From an optimization exercise on the open Yosys and OpenROAD flow, aimed at small area, a short achievable clock period and few clock cycles; shortcuts taken in it are not production practice. Where RTL was checked, it was by simulation tests only, not by an equivalence proof against the original.

==> 03-15: inputs <==
Design CONVEX, start of the top module:
module CONVEX(
input               CLK,
input               RST,
input       [4:0]   PT_XY,
output reg          READ_PT,
output reg  [9:0]   DROP_X,
output reg  [9:0]   DROP_Y,
output reg          DROP_V);
export LEC_CHECK = 0
export CAP_MARGIN = 20
export CORE_MARGIN = 2
export CORE_UTILIZATION = 55
export SETUP_SLACK_MARGIN = 5
export SLEW_MARGIN = 20
create_clock -name core_clock -period 8.5 [get_ports {CLK}]
run.sh (not shown) runs the stock make flow with config.mk's settings and CLKGATE_MAP_FILE= SYNTH_SCRIPT=/design/flow/synth_recipe.tcl, a recipe that flattens the netlist after the stock synthesis.
==> 11-17 (differences from 03-15) <==
--- a/flow/design.v
+++ b/flow/design.v
@@ -1,137 +1,156 @@
 module CONVEX(
 input               CLK,
 input               RST,
 input       [4:0]   PT_XY,
-output reg          READ_PT,
+output              READ_PT,
 output reg  [9:0]   DROP_X,
 output reg  [9:0]   DROP_Y,
 output reg          DROP_V);
 reg  [2:0]  rx_cnt;
 reg  [19:0] rx;
 reg         rx_full;
 reg  [19:0] pn;
 reg         pn_v;
 reg  [1:0]  npts;
+reg         rp_n;                           
+assign      READ_PT = !rp_n;
 wire        accept   = READ_PT && (rx_cnt == 3'd0 || rx_cnt == 3'd1);
 wire [2:0]  rx_cnt_n = accept ? 3'd4 : (rx_cnt != 3'd0 ? rx_cnt - 3'd1 : 3'd0);
 wire        rx_done  = (rx_cnt == 3'd1);
 wire        pn_take;                        
-wire        rx_move  = rx_full && (!pn_v || pn_take);
-wire        rx_full_n = rx_done || (rx_full && !rx_move);
-wire        pn_v_n    = rx_move || (pn_v && !pn_take);
+wire        pn_free  = !pn_v || pn_take;
+wire        rx_move  = rx_full && pn_free;
+wire        rx_byp   = rx_done && pn_free;
+wire        rx_full_n = (rx_done && !pn_free) || (rx_full && !rx_move);
+wire        pn_v_n    = rx_move || rx_byp || (pn_v && !pn_take);
 always @(posedge CLK) begin
     if (rx_cnt != 3'd0) rx <= {rx[14:0], PT_XY};
-    if (rx_move) pn <= rx;
+    if (rx_move)     pn <= rx;
+    else if (rx_byp) pn <= {rx[14:0], PT_XY};
 end
 always @(posedge CLK or posedge RST) begin
     if (RST) begin
         rx_cnt  <= 3'd0;
         rx_full <= 1'b0;
         pn_v    <= 1'b0;
-        READ_PT <= 1'b1;
+        rp_n    <= 1'b0;
     end
     else begin
         rx_cnt  <= rx_cnt_n;
         rx_full <= rx_full_n;
         pn_v    <= pn_v_n;
-        READ_PT <= !rx_full_n && (rx_cnt_n == 3'd0 || (rx_cnt_n == 3'd1 && !pn_v_n));
+        rp_n    <= !(!rx_full_n && (rx_cnt_n == 3'd0 || (rx_cnt_n == 3'd1 && !pn_v_n)));
     end
 end
 reg  [19:0] Q [0:11];
 reg  [3:0]  cnt;
 wire        pop;
 reg  [1:0]  npush;
 reg  [19:0] D0, D1;
 wire [3:0]  base = cnt - {3'd0, pop};
+wire        s3_v, s3_first, s3_last, s3_vis;
+wire [19:0] s3_A;
 reg  [12:0] at;                             
-integer j;
+integer k, j;
 always @(*) begin
-    for (j = 0; j < 13; j = j + 1) at[j] = (cnt == j);
+    for (k = 0; k < 13; k = k + 1) at[k] = (cnt == k);
 end
+reg         pend, pend_drop0, pend_ins0, pend_inside, pend_swap;
+wire        base_odd = cnt[0] ^ pop ^ (pend && pend_swap);
+wire [19:0] DE = base_odd ? D1 : D0;        
+wire [19:0] DO = base_odd ? D0 : D1;        
 always @(posedge CLK) begin
     for (j = 0; j < 12; j = j + 1) begin
-        if (pop ? at[j+1] : at[j])
-            Q[j] <= D0;
-        else if (j > 0 && (pop ? at[j] : at[(j > 0) ? j - 1 : 0]))
-            Q[j] <= D1;
+        if (pop ? (at[j+1] || at[j]) : (at[j] || (j > 0 && at[(j > 0) ? j - 1 : 0])))
+            Q[j] <= (j % 2 == 0) ? DE : DO;
         else if (pop && j < 11)
             Q[j] <= Q[(j < 11) ? j + 1 : 11];
     end
 end
 always @(posedge CLK or posedge RST) begin
     if (RST) cnt <= 4'd0;
     else     cnt <= vout ? cnt_n1 : cnt_n0;
 end
 reg         in_pass, need_last;
-reg  [3:0]  popcnt;
-reg  [19:0] FIRST, PREV, PT;
+reg  [3:0]  tc;                             
+reg  [19:0] PT, R0;
+reg         r0_ok;                          
 reg         fin;                            
 reg  [3:0]  Hp;                             
 wire        fin_set;
 wire [3:0]  Hp_new;
-wire        can_pop = (cnt >= 4'd2) || (cnt != 4'd0 && fin);
-wire        last_is = in_pass && need_last;                 
-wire        start   = (!in_pass || last_is) && pn_v && npts == 2'd2 && cnt != 4'd0;
+reg         s1_v, s2_v, s1_first, s1_last, s2_first, s2_last, s1_tri, s2_tri;
+reg         tri_act;
+wire        tri_d;
+wire [1:0]  ip      = {1'b0, s1_v} + {1'b0, s2_v};
+reg         ip_0, ip_1, ip_2;
+wire [19:0] A       = ip_0 ? Q[0] : ip_1 ? Q[1] : Q[2];
+wire        r0_now  = s2_v && s2_first;
+wire [19:0] B       = need_last ? (r0_ok ? R0 : Q[0]) : ip_0 ? Q[1] : ip_1 ? Q[2] : Q[3];
+wire        avail2  = (cnt >= {2'd0, ip} + 4'd2);
+wire        all_normal = fin && (tc + 4'd1 == Hp);
+wire        last_is = in_pass && need_last && (r0_ok || r0_now) && !tri_act;
+wire        start   = (!in_pass || last_is) && pn_v && npts == 2'd2;
 wire        direct  = pn_v && npts != 2'd2;             
-wire        mid_pop = in_pass && !need_last && can_pop;
-assign      pop     = start || mid_pop;
+wire        normal  = in_pass && !need_last && !all_normal && avail2;
 assign      pn_take = start || direct;
-wire        issue   = mid_pop || last_is;
-wire [19:0] B       = need_last ? FIRST : Q[0];
+wire        issue   = normal || last_is;
+assign      pop     = s2_v;                 
 always @(posedge CLK) begin
-    if (start) begin
-        FIRST <= Q[0];
-        PT    <= pn;
-    end
-    if (pop) PREV <= Q[0];
+    if (start) PT <= pn;
 end
 always @(posedge CLK or posedge RST) begin
     if (RST) begin
         in_pass   <= 1'b0;
         need_last <= 1'b0;
-        popcnt    <= 4'd0;
+        tc        <= 4'd0;
         npts      <= 2'd0;
+        tri_act   <= 1'b0;
         fin       <= 1'b0;
         Hp        <= 4'd0;
     end
     else begin
         if (direct) begin
             npts <= npts + 2'd1;
             if (npts == 2'd1) begin
-                fin <= 1'b1;
-                Hp  <= 4'd2;
+                fin     <= 1'b1;
+                Hp      <= 4'd2;
+                tri_act <= 1'b1;
             end
         end
         if (last_is) begin
             in_pass   <= 1'b0;
             need_last <= 1'b0;
             fin       <= 1'b0;
         end
         if (start) begin
             in_pass <= 1'b1;
-            popcnt  <= 4'd1;
+            tc      <= 4'd0;
         end
-        else if (mid_pop) begin
-            popcnt <= popcnt + 4'd1;
-            if (fin && popcnt + 4'd1 == Hp) need_last <= 1'b1;
+        else if (normal) begin
+            tc <= tc + 4'd1;
+            if (fin && tc + 4'd2 == Hp) need_last <= 1'b1;
         end
+        else if (in_pass && !need_last && all_normal)
+            need_last <= 1'b1;
         if (fin_set) begin
             fin <= 1'b1;
             Hp  <= Hp_new;
         end
+        if (tri_d) begin
+            in_pass   <= 1'b0;
+            need_last <= 1'b0;
+            tri_act   <= 1'b0;
+        end
     end
 end
-reg         s1_v, s1_first, s1_last;
-reg  [19:0] s1_A;
 reg  [10:0] s1_aX, s1_nY;
 reg  [5:0]  s1_oneY, s1_twoY, s1_negY, s1_oneX, s1_twoX, s1_negX;
-reg         s2_v, s2_first, s2_last;
-reg  [19:0] s2_A;
 reg  [22:0] s2_r0, s2_r1, s2_r2;
 function [17:0] booth;
     input [10:0] m;
     reg   [12:0] e;
     integer k;
     begin
         e = {m[10], m, 1'b0};
         for (k = 0; k < 6; k = k + 1) begin
@@ -139,74 +158,80 @@
             booth[6 + k]  = (e[2*k+2] & ~e[2*k+1] & ~e[2*k]) | (~e[2*k+2] & e[2*k+1] & e[2*k]);
             booth[12 + k] = e[2*k+2];
         end
     end
 endfunction
 wire [10:0] i_bX = {1'b0, B[19:10]} - {1'b0, PT[19:10]};
 wire [10:0] i_bY = {1'b0, B[9:0]}   - {1'b0, PT[9:0]};
 always @(posedge CLK) begin
-    s1_A  <= PREV;
-    s1_aX <= {1'b0, PREV[19:10]} - {1'b0, PT[19:10]};
-    s1_nY <= {1'b0, PT[9:0]}     - {1'b0, PREV[9:0]};
+    s1_aX <= {1'b0, A[19:10]} - {1'b0, PT[19:10]};
+    s1_nY <= {1'b0, PT[9:0]}     - {1'b0, A[9:0]};
     {s1_negY, s1_twoY, s1_oneY} <= booth(i_bY);
     {s1_negX, s1_twoX, s1_oneX} <= booth(i_bX);
-    s1_first <= (popcnt == 4'd1);
+    s1_first <= (tc == 4'd0) && !need_last;
     s1_last  <= need_last;
+    s1_tri   <= tri_act;
 end
 wire [22:0] cs_r0, cs_r1, cs_r2;
 CXS cxs(.aX(s1_aX), .nY(s1_nY),
         .oneY(s1_oneY), .twoY(s1_twoY), .negY(s1_negY),
         .oneX(s1_oneX), .twoX(s1_twoX), .negX(s1_negX),
         .r0(cs_r0), .r1(cs_r1), .r2(cs_r2));
 always @(posedge CLK) begin
-    s2_A  <= s1_A;
     s2_r0 <= cs_r0;
     s2_r1 <= cs_r1;
     s2_r2 <= cs_r2;
     s2_first <= s1_first;
     s2_last  <= s1_last;
+    s2_tri   <= s1_tri;
 end
 wire [22:0] cs_s = s2_r0 ^ s2_r1 ^ s2_r2;
 wire [22:0] cs_c = {(s2_r0[21:0] & s2_r1[21:0]) | (s2_r0[21:0] & s2_r2[21:0]) | (s2_r1[21:0] & s2_r2[21:0]), 1'b0};
 wire [22:0] cs_t = cs_s + cs_c;
-wire        s3_v     = s2_v;
-wire        s3_first = s2_first;
-wire        s3_last  = s2_last;
-wire        s3_vis   = cs_t[22];
-wire [19:0] s3_A     = s2_A;
+assign      s3_v     = s2_v;
+assign      s3_first = s2_first;
+assign      s3_last  = s2_last;
+assign      s3_vis   = cs_t[22];
+assign      s3_A     = Q[0];                  
 always @(posedge CLK or posedge RST) begin
     if (RST) begin
         s1_v <= 1'b0;
         s2_v <= 1'b0;
+        ip_0 <= 1'b1;
+        ip_1 <= 1'b0;
+        ip_2 <= 1'b0;
     end
     else begin
         s1_v <= issue;
         s2_v <= s1_v;
+        ip_0 <= !issue && !s1_v;
+        ip_1 <= issue ^ s1_v;
+        ip_2 <= issue && s1_v;
     end
 end
 reg         prev_vis, vis0, anyvis;
-reg  [19:0] R0, PD;
+reg  [19:0] PD;
 reg  [3:0]  Hrun;
-reg         pend, pend_drop0, pend_ins0, pend_inside;
 wire        vin   = prev_vis;
 wire        vout  = s3_vis;
 wire        dec   = s3_v && !s3_first;
 wire        drop  = dec && vin && vout;
 wire        ins   = dec && vout && !vin;
 wire        drop0 = vout && vis0;
 wire        ins0  = vis0 && !vout;
 wire [3:0]  Hrun_m2 = Hrun - 4'd2;
 wire [3:0]  Hrun_m1 = Hrun - 4'd1;
 wire [3:0]  Hrun_p1 = Hrun + 4'd1;
 wire [3:0]  Hrun_n  = !vout ? Hrun : vin ? Hrun_m1 : Hrun_p1;
-assign      fin_set = dec && s3_last;
+assign      tri_d   = s3_v && s2_tri;
+assign      fin_set = (dec && s3_last) || tri_d;
 wire [3:0]  Hp_v0   = vis0 ? Hrun_p1 : Hrun;
 wire [3:0]  Hp_v1   = vin ? (vis0 ? Hrun_m2 : Hrun_m1) : (vis0 ? Hrun : Hrun_p1);
-assign      Hp_new  = vout ? Hp_v1 : Hp_v0;
+assign      Hp_new  = tri_d ? 4'd3 : vout ? Hp_v1 : Hp_v0;
 wire [1:0]  pend_n  = pend_drop0 ? 2'd0 : pend_ins0 ? 2'd2 : 2'd1;
 wire [1:0]  npush0  = direct ? 2'd1 : pend ? pend_n : dec ? 2'd1 : 2'd0;
 wire [1:0]  npush1  = direct ? 2'd1 : pend ? pend_n : dec ? (vin ? 2'd0 : 2'd2) : 2'd0;
 wire [3:0]  cnt_n0  = (npush0 == 2'd0) ? base : (npush0 == 2'd1) ? base + 4'd1 : base + 4'd2;
 wire [3:0]  cnt_n1  = (npush1 == 2'd0) ? base : (npush1 == 2'd1) ? base + 4'd1 : base + 4'd2;
 always @(*) begin
     npush = vout ? npush1 : npush0;
     D0 = direct ? pn : pend ? R0 : s3_A;
@@ -222,24 +247,31 @@
         Hrun <= Hp;
     end
     else if (dec) begin
         prev_vis <= s3_vis;
         anyvis <= anyvis | s3_vis;
         Hrun <= Hrun_n;
     end
     if (fin_set) begin
-        pend_drop0  <= drop0;
-        pend_ins0   <= ins0;
-        pend_inside <= !(anyvis || vout);
+        pend_drop0  <= drop0 && !tri_d;
+        pend_ins0   <= ins0 || tri_d;
+        pend_inside <= !(anyvis || vout) && !tri_d;
+        pend_swap   <= tri_d && !vout;
     end
 end
 always @(posedge CLK or posedge RST) begin
-    if (RST) pend <= 1'b0;
-    else     pend <= fin_set;
+    if (RST) begin
+        pend  <= 1'b0;
+        r0_ok <= 1'b0;
+    end
+    else begin
+        pend  <= fin_set;
+        r0_ok <= start ? 1'b0 : (s3_v && s3_first) ? 1'b1 : r0_ok;
+    end
 end
 always @(posedge CLK) begin
     if (pend)
         {DROP_X, DROP_Y} <= pend_drop0 ? R0 : PD;
     else
         {DROP_X, DROP_Y} <= s3_A;
 end
 always @(posedge CLK or posedge RST) begin
Settings changed: CTS_CLUSTER_DIAMETER set to 120, CTS_CLUSTER_SIZE set to 20.
==> 07-01 (differences from 03-15) <==
--- a/flow/design.v
+++ b/flow/design.v
@@ -1,93 +1,99 @@
 module CONVEX(
 input               CLK,
 input               RST,
 input       [4:0]   PT_XY,
-output reg          READ_PT,
+output              READ_PT,
 output reg  [9:0]   DROP_X,
 output reg  [9:0]   DROP_Y,
 output reg          DROP_V);
 reg  [2:0]  rx_cnt;
 reg  [19:0] rx;
 reg         rx_full;
 reg  [19:0] pn;
 reg         pn_v;
 reg  [1:0]  npts;
+reg         rp_n;                           
+assign      READ_PT = !rp_n;
 wire        accept   = READ_PT && (rx_cnt == 3'd0 || rx_cnt == 3'd1);
 wire [2:0]  rx_cnt_n = accept ? 3'd4 : (rx_cnt != 3'd0 ? rx_cnt - 3'd1 : 3'd0);
 wire        rx_done  = (rx_cnt == 3'd1);
 wire        pn_take;                        
-wire        rx_move  = rx_full && (!pn_v || pn_take);
-wire        rx_full_n = rx_done || (rx_full && !rx_move);
-wire        pn_v_n    = rx_move || (pn_v && !pn_take);
+wire        pn_free  = !pn_v || pn_take;
+wire        rx_move  = rx_full && pn_free;
+wire        rx_byp   = rx_done && pn_free;
+wire        rx_full_n = (rx_done && !pn_free) || (rx_full && !rx_move);
+wire        pn_v_n    = rx_move || rx_byp || (pn_v && !pn_take);
 always @(posedge CLK) begin
     if (rx_cnt != 3'd0) rx <= {rx[14:0], PT_XY};
-    if (rx_move) pn <= rx;
+    if (rx_move)     pn <= rx;
+    else if (rx_byp) pn <= {rx[14:0], PT_XY};
 end
 always @(posedge CLK or posedge RST) begin
     if (RST) begin
         rx_cnt  <= 3'd0;
         rx_full <= 1'b0;
         pn_v    <= 1'b0;
-        READ_PT <= 1'b1;
+        rp_n    <= 1'b0;
     end
     else begin
         rx_cnt  <= rx_cnt_n;
         rx_full <= rx_full_n;
         pn_v    <= pn_v_n;
-        READ_PT <= !rx_full_n && (rx_cnt_n == 3'd0 || (rx_cnt_n == 3'd1 && !pn_v_n));
+        rp_n    <= !(!rx_full_n && (rx_cnt_n == 3'd0 || (rx_cnt_n == 3'd1 && !pn_v_n)));
     end
 end
 reg  [19:0] Q [0:11];
 reg  [3:0]  cnt;
 wire        pop;
 reg  [1:0]  npush;
 reg  [19:0] D0, D1;
 wire [3:0]  base = cnt - {3'd0, pop};
+wire        s3_v, s3_first, s3_last, s3_vis;
+wire [19:0] s3_A;
 reg  [12:0] at;                             
-integer j;
+integer k, j;
 always @(*) begin
-    for (j = 0; j < 13; j = j + 1) at[j] = (cnt == j);
+    for (k = 0; k < 13; k = k + 1) at[k] = (cnt == k);
 end
+wire        base_odd = cnt[0] ^ pop;
+wire [19:0] DE = base_odd ? D1 : D0;        
+wire [19:0] DO = base_odd ? D0 : D1;        
 always @(posedge CLK) begin
     for (j = 0; j < 12; j = j + 1) begin
-        if (pop ? at[j+1] : at[j])
-            Q[j] <= D0;
-        else if (j > 0 && (pop ? at[j] : at[(j > 0) ? j - 1 : 0]))
-            Q[j] <= D1;
+        if (pop ? (at[j+1] || at[j]) : (at[j] || (j > 0 && at[(j > 0) ? j - 1 : 0])))
+            Q[j] <= (j % 2 == 0) ? DE : DO;
         else if (pop && j < 11)
             Q[j] <= Q[(j < 11) ? j + 1 : 11];
     end
 end
 always @(posedge CLK or posedge RST) begin
     if (RST) cnt <= 4'd0;
     else     cnt <= vout ? cnt_n1 : cnt_n0;
 end
 reg         in_pass, need_last;
 reg  [3:0]  popcnt;
-reg  [19:0] FIRST, PREV, PT;
+reg  [19:0] PREV, PT, R0;
+reg         r0_ok;                          
 reg         fin;                            
 reg  [3:0]  Hp;                             
 wire        fin_set;
 wire [3:0]  Hp_new;
-wire        can_pop = (cnt >= 4'd2) || (cnt != 4'd0 && fin);
-wire        last_is = in_pass && need_last;                 
+wire        all_popped = fin && (popcnt == Hp);
+wire        last_is = in_pass && need_last && r0_ok;
 wire        start   = (!in_pass || last_is) && pn_v && npts == 2'd2 && cnt != 4'd0;
 wire        direct  = pn_v && npts != 2'd2;             
-wire        mid_pop = in_pass && !need_last && can_pop;
+wire        mid_pop = in_pass && !need_last && !all_popped && cnt != 4'd0;
 assign      pop     = start || mid_pop;
 assign      pn_take = start || direct;
 wire        issue   = mid_pop || last_is;
-wire [19:0] B       = need_last ? FIRST : Q[0];
+wire [19:0] B       = need_last ? R0 : Q[0];
 always @(posedge CLK) begin
-    if (start) begin
-        FIRST <= Q[0];
-        PT    <= pn;
-    end
+    if (start) PT <= pn;
     if (pop) PREV <= Q[0];
 end
 always @(posedge CLK or posedge RST) begin
     if (RST) begin
         in_pass   <= 1'b0;
         need_last <= 1'b0;
         popcnt    <= 4'd0;
         npts      <= 2'd0;
@@ -110,16 +116,18 @@
         if (start) begin
             in_pass <= 1'b1;
             popcnt  <= 4'd1;
         end
         else if (mid_pop) begin
             popcnt <= popcnt + 4'd1;
             if (fin && popcnt + 4'd1 == Hp) need_last <= 1'b1;
         end
+        else if (in_pass && !need_last && all_popped)
+            need_last <= 1'b1;
         if (fin_set) begin
             fin <= 1'b1;
             Hp  <= Hp_new;
         end
     end
 end
 reg         s1_v, s1_first, s1_last;
 reg  [19:0] s1_A;
@@ -163,33 +171,33 @@
     s2_r1 <= cs_r1;
     s2_r2 <= cs_r2;
     s2_first <= s1_first;
     s2_last  <= s1_last;
 end
 wire [22:0] cs_s = s2_r0 ^ s2_r1 ^ s2_r2;
 wire [22:0] cs_c = {(s2_r0[21:0] & s2_r1[21:0]) | (s2_r0[21:0] & s2_r2[21:0]) | (s2_r1[21:0] & s2_r2[21:0]), 1'b0};
 wire [22:0] cs_t = cs_s + cs_c;
-wire        s3_v     = s2_v;
-wire        s3_first = s2_first;
-wire        s3_last  = s2_last;
-wire        s3_vis   = cs_t[22];
-wire [19:0] s3_A     = s2_A;
+assign      s3_v     = s2_v;
+assign      s3_first = s2_first;
+assign      s3_last  = s2_last;
+assign      s3_vis   = cs_t[22];
+assign      s3_A     = s2_A;
 always @(posedge CLK or posedge RST) begin
     if (RST) begin
         s1_v <= 1'b0;
         s2_v <= 1'b0;
     end
     else begin
         s1_v <= issue;
         s2_v <= s1_v;
     end
 end
 reg         prev_vis, vis0, anyvis;
-reg  [19:0] R0, PD;
+reg  [19:0] PD;
 reg  [3:0]  Hrun;
 reg         pend, pend_drop0, pend_ins0, pend_inside;
 wire        vin   = prev_vis;
 wire        vout  = s3_vis;
 wire        dec   = s3_v && !s3_first;
 wire        drop  = dec && vin && vout;
 wire        ins   = dec && vout && !vin;
 wire        drop0 = vout && vis0;
@@ -228,18 +236,24 @@
     end
     if (fin_set) begin
         pend_drop0  <= drop0;
         pend_ins0   <= ins0;
         pend_inside <= !(anyvis || vout);
     end
 end
 always @(posedge CLK or posedge RST) begin
-    if (RST) pend <= 1'b0;
-    else     pend <= fin_set;
+    if (RST) begin
+        pend  <= 1'b0;
+        r0_ok <= 1'b0;
+    end
+    else begin
+        pend  <= fin_set;
+        r0_ok <= start ? 1'b0 : (s3_v && s3_first) ? 1'b1 : r0_ok;
+    end
 end
 always @(posedge CLK) begin
     if (pend)
         {DROP_X, DROP_Y} <= pend_drop0 ? R0 : PD;
     else
         {DROP_X, DROP_Y} <= s3_A;
 end
 always @(posedge CLK or posedge RST) begin
==> flow/flow/run.sh (new file) <==
#!/bin/bash
set -euo pipefail
MARGIN=${MARGIN:-5.3}
sed -E "s/SETUP_SLACK_MARGIN=[0-9.]+/SETUP_SLACK_MARGIN=${MARGIN}/" standard.sh > standard_margin.sh
grep -q "SETUP_SLACK_MARGIN=${MARGIN}" standard_margin.sh
bash standard_margin.sh > flow.log 2>&1
==> flow/standard.sh (new file) <==
#!/bin/bash
# synth_recipe.tcl (not shown) runs the flow's synth.tcl, then flattens the netlist and writes it again
# the make line also repeats each setting of config.mk as NAME=value (left out here)
make -C /OpenROAD-flow-scripts/flow DESIGN_CONFIG=/design/flow/config.mk WORK_HOME=/design/flow/orfs CLKGATE_MAP_FILE= SYNTH_SCRIPT=/design/flow/synth_recipe.tcl "${@:-finish}"
removed: flow/run.sh
==> notes <==
Of 11-17 and 07-01, 07-01 has the higher setup slack (gap 0.048 ns). The lowest flip-flop and latch count belongs to 11-17, the highest to 03-15. Between 07-01 and 03-15, the lower critical path depth is in 03-15 (gap 13). Between 03-15 and 11-17, the lower non-clock buffer count is in 11-17 (gap 13). Via count, lowest first: 11-17, 07-01, 03-15. Maximum frequency, highest first: 07-01, 11-17, 03-15. Of 03-15 and 11-17, 03-15 has the higher routed wire length (gap about 0.9%, measured against 11-17). Global-route usage, highest first: 07-01, 11-17, 03-15.
Testbench counts of 11-17, summed over its fixed seeds: cycles 23,534.
Testbench counts of 07-01, summed over its fixed seeds: cycles 24,019.
Only the layout flow was run in 03-15; the RTL was not checked for function there.

-- static timing again, ports no longer ideal --
How much do the figures lean on ideal ports? The routed layouts below were timed once more, with nothing changed but the port constraints.
Step 1, drivers: a clkbuf_16 drives CLK and a buf_2 each remaining input, both assumed.
Step 2 moves the port delays by t, midway between the first and last clock arrival at a register: inputs arrive t later, outputs are due t later. That takes back most of the time a late clock gives input paths.
Three values: ideal, step 1, step 2; two values: the first two.
| run | shift t [ns] | setup WS [ns] | hold WS [ns] | worst slew at a driven data input, ns |
|---|---|---|---|---|
| 03-15 | 0.655 | 5.058 / 4.999 / 5.098 | 0.325 / 0.325 / 0.325 | 0.04 |
| 11-17 | 0.680 | 5.065 / 5.065 / 5.065 | 0.338 / 0.338 / 0.338 | 0.05 |
| 07-01 | 0.695 | 5.113 / 5.113 / 5.113 | 0.326 / 0.326 / 0.326 | 0.04 |
After both steps every run listed still meets setup and hold.
